From an optimization exercise on the open Yosys and OpenROAD flow, aimed at small area, a short achievable clock period and few clock cycles per item; shortcuts taken in it are not production practice. In this exercise RTL edits were held to simulation tests only and were not proved equivalent to the original.

## lane 1
## mul
module mul #(
	parameter DW = 13+(5+$clog2(4))
)
(
	input mul_exeparam_valid,
	output mul_execute_ready,
	input [DW-1:0] mul_exeparam,
	output mul_writeback_valid,
	output [63:0] mul_res_qout,
	output [(5+$clog2(4))-1:0] mul_rd0_qout,
	input [63:0] src1,
	input [63:0] src2,
	input flush,
	input CLK,
	input RSTn
);
Size in the first run: roughly 14,000 cells after synthesis, ~890 flip-flops, about 0.12 mm² of cells after synthesis.
Settings: LEC_CHECK=0, CAP_MARGIN=10, CORE_MARGIN=2, CORE_UTILIZATION=50, SETUP_SLACK_MARGIN=5, SLEW_MARGIN=10; clock period 14.0 ns.
standard.sh (not shown) runs the stock make flow with config.mk's settings and CLKGATE_MAP_FILE= SYNTH_SCRIPT=/design/flow/synth_recipe.tcl, a recipe that flattens the netlist after the stock synthesis.
==> flow/flow/run.sh <==
#!/bin/bash
set -euo pipefail
bash standard.sh SETUP_SLACK_MARGIN=6 finish > standard.log 2>&1
Testbench counts of lane 1, summed over its fixed seeds: cycles 5,288, items 2,560.
> inputs changed (lane 1 -> lane 2)
- CORE_UTILIZATION changed from 50 to 40
Findings:
Going from lane 1 to lane 2, total vias in the final route down 3,513, share of the core filled with cells in the final layout lower.
Looking at period utilization across lane 1 and lane 2, the one that comes out lower is lane 2.
Looking at starting density of the core, lane 2 sits below lane 1.
Final antenna diode count is lower on lane 1
Lane 2: shortest period the worst path allows 0.18 ns below lane 1
Across both runs, top fanout value on the critical path was lower for lane 2 than for lane 1.
[inputs] lane 3 vs lane 2
- setting PLACE_DENSITY to 0.75 for the first time
- changing CAP_MARGIN from 10 to 20
- changing SLEW_MARGIN from 10 to 20
### Flow results
For final instance area, lane 3 and lane 2 come out practically identical.
Number of global-route vias before repair was lower in lane 2 than in lane 3.
The core utilization of lane 3 and that of lane 2 are within noise of each other.
Lane 2 was routed with fewer vias than lane 3.
[compare] base=lane 2 new=lane 3: global placement routability congestion fell by 0.90%, routed wire length per instance fell by about 1.8%.
As far as post-synthesis simple-gate area fraction goes, lane 2 and lane 3 are indistinguishable; the numbers are identical.
On final net count, lane 2 tracks lane 3 almost exactly.
Modified inputs, lane 4 compared to lane 3
- PLACE_DENSITY: 0.75 -> unset
- CORE_UTILIZATION: 40 -> 50
[summary]
The logic depth of the worst register-to-register path in lane 4 is 1.18 times that in lane 3.
On placement-stage worst setup slack: lane 4 sits below lane 3.
For critical path depth, dividing the value from lane 4 by the value from lane 3 gives 1.18.
In the final reports, the cell area of lane 4 is larger than that of lane 3.
Lane 4 and lane 3 ended up with roughly the same fmax.
Lane 4 ended with every stage complete and zero timing, DRC or antenna violations.
Max-slew headroom at the worst pin: lane 4 better than lane 3
Diff lane 3 -> lane 4: placer congestion estimate up 0.019, setup slack of the worst register-to-register path up 0.02 ns, total via count after detailed routing has increased.
Number of cells after detailed placement, lane 4 and lane 3, lower one = lane 4.

---

Starting RTL as in the previous note.
==> flow/config.mk <==
export PLATFORM = sky130hd
export DESIGN_NAME = mul
export DESIGN_NICKNAME = mul
export VERILOG_FILES = /design/flow/design.v
export SDC_FILE = /design/flow/constraint.sdc
export NUM_CORES = 4
export LEC_CHECK = 0
export CAP_MARGIN = 20
export CORE_MARGIN = 2
export CORE_UTILIZATION = 40
export CTS_BUF_LIST = sky130_fd_sc_hd__clkbuf_8
export CTS_CLUSTER_SIZE = 20
export SETUP_SLACK_MARGIN = 5
export SLEW_MARGIN = 20
==> flow/constraint.sdc <==
create_clock -name core_clock -period 14.0 [get_ports {CLK}]
set_input_delay 2.8000 -clock core_clock [delete_from_list [all_inputs] [get_ports {CLK}]]
set_output_delay 2.8000 -clock core_clock [all_outputs]
set_load 0.01 [all_outputs]
run.sh (not shown) runs the stock make flow with config.mk's settings and CLKGATE_MAP_FILE= SYNTH_SCRIPT=/design/flow/synth_recipe.tcl, a recipe that flattens the netlist after the stock synthesis.
Stock flow here: none of the scripts above is used.
Testbench counts at the start, summed over its fixed seeds: cycles 5,288, items 2,560.
==> next run, changes <==
==> flow/flow/run.sh (new file) <==
#!/bin/bash
set -euo pipefail
bash standard.sh SETUP_SLACK_MARGIN=7 finish > standard.log 2>&1
==> flow/standard.sh (new file) <==
#!/bin/bash
# synth_recipe.tcl (not shown) runs the flow's synth.tcl, then flattens the netlist and writes it again
# the make line also repeats each setting of config.mk as NAME=value (left out here)
make -C /OpenROAD-flow-scripts/flow DESIGN_CONFIG=/design/flow/config.mk WORK_HOME=/design/flow/orfs CLKGATE_MAP_FILE= SYNTH_SCRIPT=/design/flow/synth_recipe.tcl "${@:-finish}"
Settings changed: CTS_BUF_LIST sky130_fd_sc_hd__clkbuf_8 to default, CTS_CLUSTER_SIZE 20 to default.
removed: flow/run.sh
=>
- hold slack gets worse by 0.024 ns
- global-route usage grows by 0.83 points
- design area grows by roughly a tenth
- register-to-register slack gets better by 0.93 ns
- area after synthesis is unchanged
==> next run, changes <==
==> flow/flow/run.sh (replaced) <==
#!/bin/bash
set -euo pipefail
bash standard.sh SETUP_SLACK_MARGIN=6 finish > standard.log 2>&1
Outcome: Core utilization fell by 2.7 points. Via count is lower slightly. Wire length fell slightly. Clock skew grows by 0.012 ns.

## port drivers added, routing unchanged
No port has a modelled driver above. Below, the same layouts with a new extraction and two added sets of constraints. Step 1 assumes that a clkbuf_16 drives the clock port and a buf_2 every other input. Step 2 adds t to the input delays and takes it off the output delays; t is the mean of the earliest and latest rising clock arrival at the registers after step 1. Input paths then give back, and output paths get back, about the clock's delay inside the block. Three values: no drivers, after step 1, after step 2; two values: the first two.
run	t, ns	setup slack, ns	latest minus earliest clock arrival (ns)	slew at the worst register clock pin (ns)
lane 1	0.881	5.724 / 5.724 / 5.724	0.050 / 0.049	0.08 / 0.08
lane 2	0.948	5.907 / 5.907 / 5.907	0.095 / 0.095	0.08 / 0.08
lane 3	0.962	5.851 / 5.851 / 5.851	0.088 / 0.088	0.07 / 0.07
lane 4	0.889	5.871 / 5.871 / 5.871	0.075 / 0.074	0.07 / 0.07
the first run of note 2	1.108	5.019 / 5.019 / 5.019	0.110 / 0.110	0.08 / 0.08
the second run of note 2	0.963	5.945 / 5.945 / 5.945	0.071 / 0.072	0.07 / 0.07
the third run of note 2	0.960	5.676 / 5.676 / 5.676	0.078 / 0.079	0.08 / 0.08
After both steps setup and hold are still met in every run listed.
